This design comes from an exercise in tuning for small area and few clock cycles on the open sky130 flow, not from production work.
The RTL of this run was laid out without a check of its function.
Power and IR drop assume default switching activity.

### design/flow/run.sh
#!/bin/bash
# synth_recipe.tcl (not shown) runs the flow's synth.tcl, then flattens the netlist and writes it again
# the make line also repeats each setting of config.mk as NAME=value (left out here)
make -C /OpenROAD-flow-scripts/flow DESIGN_CONFIG=/design/flow/config.mk WORK_HOME=/design/flow/orfs CLKGATE_MAP_FILE= SYNTH_SCRIPT=/design/flow/synth_recipe.tcl finish
### design/flow/config.mk
export PLATFORM = sky130hd
export DESIGN_NAME = Data_Road
export DESIGN_NICKNAME = Data_Road
export VERILOG_FILES = /design/flow/design.v
export SDC_FILE = /design/flow/constraint.sdc
export NUM_CORES = 8
export LEC_CHECK = 0
export CAP_MARGIN = 20
export CORE_MARGIN = 2
export CORE_UTILIZATION = 35
export MAX_ROUTING_LAYER = met4
export PLACE_DENSITY = 0.5
export SLEW_MARGIN = 20
### design/flow/constraint.sdc
create_clock -name core_clock -period 18.0 [get_ports {clk}]
set_input_delay 3.6000 -clock core_clock [delete_from_list [all_inputs] [get_ports {clk}]]
set_output_delay 3.6000 -clock core_clock [all_outputs]
set_load 0.01 [all_outputs]
### design/flow/design.v
`timescale 1ns/1ps
module Data_Road (
  input               clk,
  input               rst,
  output     [63:0]   pc,
  input      [31:0]   instruction,
  output     [63:0]   dmem_addr,
  output     [63:0]   dmem_wdata,
  output     [7:0]    dmem_wmask,
  output              dmem_we,
  input      [63:0]   dmem_rdata
);
  wire       [31:0]   inst;
  wire       [63:0]   inst_fetcher_pc_debug;
  wire       [3:0]    controller_1_aluCtr;
  wire                controller_1_aluSrc;
  wire                controller_1_shiftCtr;
  wire                controller_1_strip32;
  wire       [1:0]    controller_1_exRes;
  wire                controller_1_regWriteEnable;
  wire       [2:0]    controller_1_branch;
  wire                controller_1_jump;
  wire                controller_1_jalr;
  wire       [2:0]    controller_1_load;
  wire       [2:0]    controller_1_store;
  wire                controller_1_memWriteEnable;
  wire       [4:0]    controller_1_rs1;
  wire       [4:0]    controller_1_rs2;
  wire       [4:0]    controller_1_rd;
  wire       [63:0]   reg_1_readData1;
  wire       [63:0]   reg_1_readData2;
  wire       [63:0]   reg_1_writeData;
  wire                alu_1_Zero;
  wire                alu_1_Less;
  wire                alu_1_LessU;
  wire       [63:0]   alu_1_aluResult;
  wire       [11:0]   branchAddr;
  wire       [19:0]   jumpAddr;
  reg                 branch;
  reg        [63:0]   data1;
  reg        [63:0]   immediate;
  reg        [63:0]   data2;
  wire       [63:0]   exResult;
  wire       [63:0]   upper_immediate;
  reg        [63:0]   write_data;
  wire       [2:0]    byteOffset;
  wire       [63:0]   load_lane;
  reg        [63:0]   load_data;
  reg        [7:0]    store_mask;
  Instruction_Fetcher inst_fetcher (
    .clk           (clk                   ),  
    .rst           (rst                   ),  
    .branch        (branch                ),  
    .jump          (controller_1_jump     ),  
    .jalr          (controller_1_jalr     ),  
    .enable        (1'b1                  ),  
    .branchAddr    (branchAddr            ),  
    .jumpAddr      (jumpAddr              ),  
    .jalrAddr      (alu_1_aluResult       ),  
    .romData       (instruction           ),  
    .instruction   (inst                  ),  
    .pc_debug      (inst_fetcher_pc_debug )   
  );
  Controller controller_1 (
    .instruction    (inst                       ),  
    .aluCtr         (controller_1_aluCtr        ),  
    .aluSrc         (controller_1_aluSrc        ),  
    .shiftCtr       (controller_1_shiftCtr      ),  
    .strip32        (controller_1_strip32       ),  
    .exRes          (controller_1_exRes         ),  
    .regWriteEnable (controller_1_regWriteEnable),  
    .branch         (controller_1_branch        ),  
    .jump           (controller_1_jump          ),  
    .jalr           (controller_1_jalr          ),  
    .load           (controller_1_load          ),  
    .store          (controller_1_store         ),  
    .memWriteEnable (controller_1_memWriteEnable),  
    .rs1            (controller_1_rs1           ),  
    .rs2            (controller_1_rs2           ),  
    .rd             (controller_1_rd            )   
  );
  Register_file reg_1 (
    .clk       (clk                        ),  
    .rst       (rst                        ),  
    .RegWrite  (controller_1_regWriteEnable),  
    .readReg1  (controller_1_rs1           ),  
    .readReg2  (controller_1_rs2           ),  
    .writeReg  (controller_1_rd            ),  
    .writeData (reg_1_writeData            ),  
    .readData1 (reg_1_readData1            ),  
    .readData2 (reg_1_readData2            )   
  );
  ALU alu_1 (
    .aluOp     (controller_1_aluCtr  ),  
    .word      (controller_1_strip32 ),  
    .data1     (data1                ),  
    .data2     (data2                ),  
    .Zero      (alu_1_Zero           ),  
    .Less      (alu_1_Less           ),  
    .LessU     (alu_1_LessU          ),  
    .aluResult (alu_1_aluResult      )   
  );
  assign pc = inst_fetcher_pc_debug;
  always @(*) begin
    if(controller_1_store != 3'b000) begin
      immediate = {{52{inst[31]}},inst[31 : 25],inst[11 : 7]};
    end else begin
      immediate = {{52{inst[31]}},inst[31 : 20]};
    end
  end
  assign branchAddr = {inst[31],inst[7],inst[30 : 25],inst[11 : 8]};
  assign jumpAddr = {inst[31],inst[19 : 12],inst[20],inst[30 : 21]};
  always @(*) begin
    data1 = reg_1_readData1;
    if(controller_1_strip32) begin
      data1[63 : 32] = (controller_1_aluCtr == 4'b1001) ? {32{reg_1_readData1[31]}} : 32'h0;
    end
  end
  always @(*) begin
    data2 = (controller_1_aluSrc ? reg_1_readData2 : immediate);
    if(controller_1_strip32) begin
      data2[63 : 32] = 32'h0;
    end
  end
  always @(*) begin
    case(controller_1_branch)
      3'b001 : branch = alu_1_Zero;
      3'b010 : branch = (! alu_1_Zero);
      3'b011 : branch = alu_1_Less;
      3'b100 : branch = (! alu_1_Less);
      3'b101 : branch = alu_1_LessU;
      3'b110 : branch = (! alu_1_LessU);
      default : branch = 1'b0;
    endcase
  end
  assign exResult = (controller_1_strip32 ? {{32{alu_1_aluResult[31]}},alu_1_aluResult[31 : 0]} : alu_1_aluResult);
  assign upper_immediate = {{32{inst[31]}},inst[31 : 12],12'h0};
  always @(*) begin
    case(controller_1_exRes)
      2'b00 : write_data = exResult;
      2'b01 : write_data = (inst_fetcher_pc_debug + 64'h0000000000000004);
      2'b10 : write_data = upper_immediate;
      default : write_data = (upper_immediate + inst_fetcher_pc_debug);
    endcase
  end
  assign byteOffset = alu_1_aluResult[2 : 0];
  assign load_lane = (dmem_rdata >> {byteOffset,3'b000});
  always @(*) begin
    case(controller_1_load)
      3'b001 : load_data = {{56{load_lane[7]}},load_lane[7 : 0]};
      3'b010 : load_data = {{48{load_lane[15]}},load_lane[15 : 0]};
      3'b011 : load_data = {{32{load_lane[31]}},load_lane[31 : 0]};
      3'b101 : load_data = {56'h0,load_lane[7 : 0]};
      3'b110 : load_data = {48'h0,load_lane[15 : 0]};
      3'b111 : load_data = {32'h0,load_lane[31 : 0]};
      default : load_data = load_lane;
    endcase
  end
  assign reg_1_writeData = ((controller_1_load == 3'b000) ? write_data : load_data);
  always @(*) begin
    case(controller_1_store)
      3'b001 : store_mask = 8'h01;
      3'b010 : store_mask = 8'h03;
      3'b011 : store_mask = 8'h0f;
      default : store_mask = 8'hff;
    endcase
  end
  assign dmem_addr = alu_1_aluResult;
  assign dmem_wdata = (reg_1_readData2 << {byteOffset,3'b000});
  assign dmem_wmask = (store_mask << byteOffset);
  assign dmem_we = controller_1_memWriteEnable;
endmodule
module ALU (
  input      [3:0]    aluOp,
  input               word,
  input      [63:0]   data1,
  input      [63:0]   data2,
  output              Zero,
  output              Less,
  output              LessU,
  output     [63:0]   aluResult
);
  wire       [63:0]   adder_1_data2;
  wire                adder_1_carryOut;
  wire                adder_1_overflow;
  wire                adder_1_sign;
  wire                adder_1_zero;
  wire       [63:0]   adder_1_adderResult;
  wire       [63:0]   shifter_1_shiftResult;
  wire       [5:0]    shamt;
  reg        [1:0]    opCtr;
  reg                 signCtr;
  reg                 subCtr;
  reg        [1:0]    shiftCtr;
  reg        [1:0]    logicCtr;
  wire                sltLess;
  wire                sltuLess;
  wire       [63:0]   sltResult;
  reg        [63:0]   logicResult;
  reg        [63:0]   _zz_aluResult;
  Adder adder_1 (
    .data1       (data1              ),  
    .data2       (adder_1_data2      ),  
    .subCtr      (subCtr             ),  
    .carryOut    (adder_1_carryOut   ),  
    .overflow    (adder_1_overflow   ),  
    .sign        (adder_1_sign       ),  
    .zero        (adder_1_zero       ),  
    .adderResult (adder_1_adderResult)   
  );
  Shifter shifter_1 (
    .data        (data1                ),  
    .shamt       (shamt                ),  
    .shiftCtr    (shiftCtr             ),  
    .shiftResult (shifter_1_shiftResult)   
  );
  always @(*) begin
    case(aluOp)
      4'b0000, 4'b1000 : opCtr = 2'b00;
      4'b0001, 4'b0010 : opCtr = 2'b01;
      4'b0110, 4'b0111, 4'b1001 : opCtr = 2'b10;
      4'b0011, 4'b0100, 4'b0101 : opCtr = 2'b11;
      default : opCtr = 2'b00;
    endcase
  end
  always @(*) begin
    case(aluOp)
      4'b0010 : signCtr = 1'b0;
      default : signCtr = 1'b1;
    endcase
  end
  always @(*) begin
    case(aluOp)
      4'b0001, 4'b0010, 4'b1000 : subCtr = 1'b1;
      default : subCtr = 1'b0;
    endcase
  end
  always @(*) begin
    case(aluOp)
      4'b0110 : shiftCtr = 2'b00;
      4'b0111 : shiftCtr = 2'b10;
      4'b1001 : shiftCtr = 2'b01;
      default : shiftCtr = 2'b00;
    endcase
  end
  always @(*) begin
    case(aluOp)
      4'b0011 : logicCtr = 2'b00;
      4'b0100 : logicCtr = 2'b01;
      4'b0101 : logicCtr = 2'b10;
      default : logicCtr = 2'b00;
    endcase
  end
  assign shamt = {(data2[5] && (! word)),data2[4 : 0]};
  assign adder_1_data2 = (subCtr ? (~ data2) : data2);
  assign Zero = adder_1_zero;
  assign sltLess = (adder_1_sign ^ adder_1_overflow);
  assign sltuLess = (! adder_1_carryOut);
  assign Less = sltLess;
  assign LessU = sltuLess;
  assign sltResult = {63'h0,(signCtr ? sltLess : sltuLess)};
  always @(*) begin
    case(logicCtr)
      2'b00 : logicResult = (data1 & data2);
      2'b01 : logicResult = (data1 | data2);
      2'b10 : logicResult = (data1 ^ data2);
      default : logicResult = 64'h0;
    endcase
  end
  always @(*) begin
    case(opCtr)
      2'b00 : _zz_aluResult = adder_1_adderResult;
      2'b01 : _zz_aluResult = sltResult;
      2'b10 : _zz_aluResult = shifter_1_shiftResult;
      default : _zz_aluResult = logicResult;
    endcase
  end
  assign aluResult = _zz_aluResult;
endmodule
module Adder (
  input      [63:0]   data1,
  input      [63:0]   data2,
  input               subCtr,
  output              carryOut,
  output              overflow,
  output              sign,
  output              zero,
  output     [63:0]   adderResult
);
  wire       [64:0]   tempResult;
  assign tempResult = (({1'b0,data1} + {1'b0,data2}) + {64'h0,subCtr});
  assign zero = (tempResult[63 : 0] == 64'h0);
  assign overflow = (((data1[63] && data2[63]) && (! tempResult[63])) || (((! data1[63]) && (! data2[63])) && tempResult[63]));
  assign sign = tempResult[63];
  assign carryOut = tempResult[64];
  assign adderResult = tempResult[63 : 0];
endmodule
module Shifter (
  input      [63:0]   data,
  input      [5:0]    shamt,
  input      [1:0]    shiftCtr,
  output     [63:0]   shiftResult
);
  reg        [63:0]   reversed;
  wire       [63:0]   tempShift;
  reg        [63:0]   leftShiftResult;
  wire       [63:0]   sraMask;
  reg        [63:0]   _zz_shiftResult;
  integer             i;
  always @(*) begin
    for(i = 0; i < 64; i = i + 1) begin
      reversed[i] = data[63 - i];
    end
  end
  assign tempShift = (((shiftCtr == 2'b00) ? reversed : data) >> shamt);
  always @(*) begin
    for(i = 0; i < 64; i = i + 1) begin
      leftShiftResult[i] = tempShift[63 - i];
    end
  end
  assign sraMask = (~ (64'hffffffffffffffff >> shamt));
  always @(*) begin
    case(shiftCtr)
      2'b00 : _zz_shiftResult = leftShiftResult;
      2'b01 : _zz_shiftResult = (tempShift | (sraMask & {64{data[63]}}));
      2'b10 : _zz_shiftResult = tempShift;
      default : _zz_shiftResult = 64'h0;
    endcase
  end
  assign shiftResult = _zz_shiftResult;
endmodule
module Register_file (
  input               clk,
  input               rst,
  input               RegWrite,
  input      [4:0]    readReg1,
  input      [4:0]    readReg2,
  input      [4:0]    writeReg,
  input      [63:0]   writeData,
  output     [63:0]   readData1,
  output     [63:0]   readData2
);
  reg        [63:0]   coreArea_Regs [1:31];
  integer             i;
  assign readData1 = ((readReg1 == 5'b00000) ? 64'h0 : coreArea_Regs[readReg1]);
  assign readData2 = ((readReg2 == 5'b00000) ? 64'h0 : coreArea_Regs[readReg2]);
  always @(posedge clk or posedge rst) begin
    if(rst) begin
      for(i = 1; i < 32; i = i + 1) begin
        coreArea_Regs[i] <= 64'h0;
      end
    end else begin
      if(RegWrite && (writeReg != 5'b00000)) begin
        coreArea_Regs[writeReg] <= writeData;
      end
    end
  end
endmodule
module Instruction_Fetcher (
  input               clk,
  input               rst,
  input               branch,
  input               jump,
  input               jalr,
  input               enable,
  input      [11:0]   branchAddr,
  input      [19:0]   jumpAddr,
  input      [63:0]   jalrAddr,
  input      [31:0]   romData,
  output     [31:0]   instruction,
  output     [63:0]   pc_debug
);
  reg        [63:0]   coreArea_pc;
  reg        [63:0]   coreArea_pc_reg;
  wire       [63:0]   coreArea_pc_add_4;
  wire       [63:0]   coreArea_jumpAddr;
  wire       [63:0]   coreArea_branchAddr;
  reg        [63:0]   coreArea_next_pc;
  assign pc_debug = coreArea_pc;
  assign coreArea_pc_add_4 = (coreArea_pc + 64'h0000000000000004);
  assign coreArea_jumpAddr = (coreArea_pc + {{43{jumpAddr[19]}},jumpAddr,1'b0});
  assign coreArea_branchAddr = (coreArea_pc + {{51{branchAddr[11]}},branchAddr,1'b0});
  always @(*) begin
    if(jalr) begin
      coreArea_next_pc = {jalrAddr[63 : 1],1'b0};
    end else if(jump) begin
      coreArea_next_pc = coreArea_jumpAddr;
    end else if(branch) begin
      coreArea_next_pc = coreArea_branchAddr;
    end else begin
      coreArea_next_pc = coreArea_pc_add_4;
    end
    if(rst) begin
      coreArea_next_pc = 64'h0;
    end
  end
  assign instruction = (rst ? 32'h0 : romData);
  always @(*) begin
    coreArea_pc = coreArea_pc_reg;
    if(rst) begin
      coreArea_pc = 64'h0;
    end
  end
  always @(posedge clk or posedge rst) begin
    if(rst) begin
      coreArea_pc_reg <= 64'h0;
    end else begin
      if(enable) begin
        coreArea_pc_reg <= coreArea_next_pc;
      end
    end
  end
endmodule
module Controller (
  input      [31:0]   instruction,
  output reg [3:0]    aluCtr,
  output reg          aluSrc,
  output reg          shiftCtr,
  output reg          strip32,
  output reg [1:0]    exRes,
  output reg          regWriteEnable,
  output reg [2:0]    branch,
  output reg          jump,
  output reg          jalr,
  output reg [2:0]    load,
  output reg [2:0]    store,
  output reg          memWriteEnable,
  output     [4:0]    rs1,
  output     [4:0]    rs2,
  output     [4:0]    rd
);
  wire       [6:0]    funct7;
  wire       [2:0]    funct3;
  wire       [6:0]    opcode;
  assign funct7 = instruction[31 : 25];
  assign funct3 = instruction[14 : 12];
  assign opcode = instruction[6 : 0];
  assign rs2 = instruction[24 : 20];
  assign rs1 = instruction[19 : 15];
  assign rd = instruction[11 : 7];
  always @(*) begin
    aluCtr = 4'b0000;
    aluSrc = 1'b0;
    shiftCtr = 1'b0;
    strip32 = 1'b0;
    exRes = 2'b00;
    regWriteEnable = 1'b0;
    branch = 3'b000;
    jump = 1'b0;
    jalr = 1'b0;
    load = 3'b000;
    store = 3'b000;
    memWriteEnable = 1'b0;
    case(opcode)
      7'b0000011 : begin
        regWriteEnable = 1'b1;
        case(funct3)
          3'b000 : load = 3'b001;
          3'b001 : load = 3'b010;
          3'b010 : load = 3'b011;
          3'b011 : load = 3'b100;
          3'b100 : load = 3'b101;
          3'b101 : load = 3'b110;
          3'b110 : load = 3'b111;
          default : load = 3'b100;
        endcase
      end
      7'b0010011, 7'b0011011, 7'b0110011, 7'b0111011 : begin
        regWriteEnable = 1'b1;
        aluSrc = opcode[5];
        strip32 = opcode[3];
        case(funct3)
          3'b000 : aluCtr = ((opcode[5] && funct7[5]) ? 4'b1000 : 4'b0000);
          3'b010 : aluCtr = 4'b0001;
          3'b011 : aluCtr = 4'b0010;
          3'b111 : aluCtr = 4'b0011;
          3'b110 : aluCtr = 4'b0100;
          3'b100 : aluCtr = 4'b0101;
          3'b001 : begin
            aluCtr = 4'b0110;
            shiftCtr = 1'b1;
          end
          default : begin
            aluCtr = (funct7[5] ? 4'b1001 : 4'b0111);
            shiftCtr = 1'b1;
          end
        endcase
      end
      7'b0100011 : begin
        memWriteEnable = 1'b1;
        case(funct3)
          3'b000 : store = 3'b001;
          3'b001 : store = 3'b010;
          3'b010 : store = 3'b011;
          default : store = 3'b100;
        endcase
      end
      7'b0110111 : begin
        regWriteEnable = 1'b1;
        exRes = 2'b10;
      end
      7'b0010111 : begin
        regWriteEnable = 1'b1;
        exRes = 2'b11;
      end
      7'b1100011 : begin
        aluCtr = 4'b1000;
        aluSrc = 1'b1;
        case(funct3)
          3'b000 : branch = 3'b001;
          3'b001 : branch = 3'b010;
          3'b100 : branch = 3'b011;
          3'b101 : branch = 3'b100;
          3'b110 : branch = 3'b101;
          3'b111 : branch = 3'b110;
          default : branch = 3'b000;
        endcase
      end
      7'b1100111 : begin
        regWriteEnable = 1'b1;
        jump = 1'b1;
        jalr = 1'b1;
        exRes = 2'b01;
      end
      7'b1101111 : begin
        regWriteEnable = 1'b1;
        jump = 1'b1;
        exRes = 2'b01;
      end
      default : begin
      end
    endcase
  end
endmodule
==> results.cfg <==
[power]
swShare = 0.3332
pwr-share-comb = 0.189
p_int_w = 0.008216
clockPowerShare = 0.425
p_switching_w = 0.004106
power_density_mw_per_mm2 = 80.25
pwr-share-seq = 0.387
peakVddDrop_uv = 91.95
leakagePower_nw = 68.44

[outcome]
status = complete, no violations

[sta]
fin_crit_sh = 0.9778
rsz0062_at_grt = no
setup_tns_ns = 0
min_period_ns = 17.60
worst_pin_slew_ns = 1.412
max_slew_margin = 0.05883
final_hold_viol_count = 0
finalClockSkew_ns = 0.1661
setup_viol = 0
slew_violations = 0
fmax_mhz = 56.82

[hold_path]
hold_class = register to register
hp-start = reg_1.coreArea_Regs[28][46]
hold-path-endpoint = reg_1.coreArea_Regs[28][46]
hold_depth = 2

[setup_path]
reg2regPathDepth = 26
crit_slowest_cell = clkdlybuf4s50_1
critPathMaxFanout = 26
cp_slowest_stage_delay_ns = 0.90
worstReg2RegStart = reg_1.coreArea_Regs[29][0]
path_class = input pin to primary output
r2r_slack_ns = 7.45
critical_path_arrival_ns = 14.00
start_kind = input pin
end_kind = primary output
rr_endpoint = inst_fetcher.coreArea_pc_reg[46]
crit_required_ns = 14.40
cpMostUsedCell = nand2_1

[global_routing]
overflow = 0
grt_max_degree = 151
grt_pass1_vias = 137700
grt_pass1_wl_um = 1268000
antenna_found_initial = 151
grt_usage = 0.4956

[logic_synthesis]
synth.avg_cell_area_um2 = 8.156
synthesis.area_mm2 = 0.1326
ys_async_sr_fraction = 1.000
synth_edf_count = 0
synth_top_flop_cell = dfrtp_1
ys_types = 109
ys_warn_count = 7
synth-seq-cells = 2048
syn_inst = 16250
syn-num-nets = 16630
seq_area_frac_synth = 0.3866

[detailed_routing]
routedWlPerCell_um = 44.50
drc = 0
viasPerCell = 7.028
drt-initial-drc-count = 28640
drt_wl_total_um = 954500
drt_pass1_iterations = 14
drtAntennaViolNets = 0
vias = 150700

[job]
max_cap_violations = 0

[die]
core_mm2 = 0.3781
ioPinCount = 299
die_x_um = 619.5
row_count = 226
die_h_um = 619.5
start_util = 0.3507
dieArea_mm2 = 0.3837

[finish]
fin_util = 0.4061
largest_register_ffs = 1984
area_growth_pct = 15.82
nFillCells = 38730
num-nets-final = 16400
final_common_cell = nand2_1
layout_common_cells = nand2_1 (2,813), o21ai_0 (2,092), dfrtp_1 (2,048)
layout-drive-gt1-share = 0.1136

[clock_network]
hold_buffers = 0
cts_setup_buffers = 0
clk_path_buf_depth = 4
post_cts_resized = 0
cts_tree = built
clkTransAtPathRegs_ns = 0.06
cts_sinks = 2048
cts_root_buf = clkbuf_16
clock_latency_ns = 1.05
numCtsBuffers = 236
htreeDepth = 4

[place]
port_buffers = 298
gp_congestion = 1.092
dpl.hpwl_um = 664300
worst max path at each step:
stage	from	to	depth (start not counted)
global placement	instruction[24]	dmem_wdata[56]	33
global route	instruction[24]	dmem_wdata[57]	34
finish	instruction[24]	dmem_wdata[57]	32
detailed placement	instruction[24]	dmem_wdata[57]	34
CTS	instruction[24]	dmem_wdata[57]	34
floorplan	rst	dmem_wdata[50]	33
cell type report:
cell class | instances | area (µm²) | area share
sequential | 2048 | 51250 | 0.3338
antenna | 203 | 508.0 | 0.003308
clock buffer | 347 | 6917 | 0.04505
tap | 5016 | 6276 | 0.04087
multi-input combinational | 12360 | 75910 | 0.4943
clock inverter | 91 | 1225 | 0.007978
timing repair buffer | 1146 | 10560 | 0.06877
inverter | 239 | 907.1 | 0.005908
worst max-delay path: cells and delay by family:
family          cells  cell delay, ns
compound gates     12            3.64
xor+xnor            1            0.21
fa+ha+maj           1            0.45
buf+inv             7            3.21
mux                 2            0.28
simple gates        9            2.50
cell families (layout without fill, tap and decap cells):
kind of cell,count (synthesis),after routing,synth area share
DFF,2048,2048,0.3866
other,0,203,0
xor gates and xnor gates,301,301,0.01989
and+or+nand+nor,5765,5765,0.2057
buffers and inverters,1849,1823,0.05465
adders and majority gates,277,277,0.02624
AOI/OAI and AO/OA,5554,5554,0.2693
muxes,460,460,0.03762
per-layer routing:
metal / routed length, µm / GRT usage / share of wire / vias to the layer above
met3: 136200 / 0.1878 / 0.14 / 4036
met4: 85130 / 0.3515 / 0.089 / 0
met2: 372900 / 0.6595 / 0.39 / 13150
li1: - / - / - / 59480
met5: 0 / - / 0 / -
met1: 360200 / 0.6092 / 0.38 / 74070
metrics by stage:
step                      area [µm²]  hold WS [ns]  setup slack (ns)  cells  power, W
after floorplan               132700        0.4553          0.004705  16250  0.005803
after global placement        144800        0.4780            0.8632  20800  0.007039
after detailed placement      144800        0.4826            0.9216  20800  0.007028
after CTS                     152900        0.4958            0.8999  21240   0.01217
after global routing          153400        0.5241            0.2825  21400   0.01250
final                         153500        0.5018            0.3998  21450   0.01232
Yosys cell counts, types with 174 or more instances:
cell type / number / area [µm²]
xnor2_1: 205 / 1795
clkbuf_1: 1333 / 5004
mux2_2: 206 / 2320
inv_1: 231 / 867.1
buf_2: 174 / 870.8
nor3_1: 214 / 1071
mux2i_1: 244 / 2442
a2111oi_0: 291 / 2549
a22oi_1: 955 / 7169
nand2_1: 2850 / 10700
ha_1: 270 / 3378
and3_1: 980 / 6131
nand4_1: 210 / 1314
o21ai_0: 2108 / 10550
nor2_1: 596 / 2237
dfrtp_1: 2048 / 51250
a21oi_1: 642 / 3213
nand3_1: 316 / 1582
power groups by stage:
stage / clock, W / combinational (W) / sequential [W]
2_1_floorplan: 0 / 0.000997 / 0.00481
3_3_place_gp: 0 / 0.00220 / 0.00484
3_5_place_dp: 0 / 0.00219 / 0.00484
4_1_cts: 0.00522 / 0.00219 / 0.00476
5_1_grt: 0.00540 / 0.00233 / 0.00477
6_report: 0.00523 / 0.00233 / 0.00476

separate check: timing with driven ports:
How much do the figures lean on ideal ports? The routed layout below was timed once more, with nothing changed but the port constraints. Step 1 assumes that a clkbuf_16 drives the clock port and a buf_2 every other input. Step 2 times the ports against the registers' clock, not the clock port: input delays grow and output delays shrink by t, the midpoint of the rising clock arrivals with the driver on. Three values: ideal ports, drivers, drivers and shift; two values: the first two.
shift t [ns]: 1.090
setup slack, ns: 0.400 / 0.348 / 0.348
clock arrival spread, ns: 0.166 / 0.166
worst slew at a driven data input, ns: 0.12
cell pins on the clock port's net: 1
After both steps setup and hold are still met in this run. The setup slack of this run moves by -0.052 ns with the drivers and by -0.052 ns with both steps.
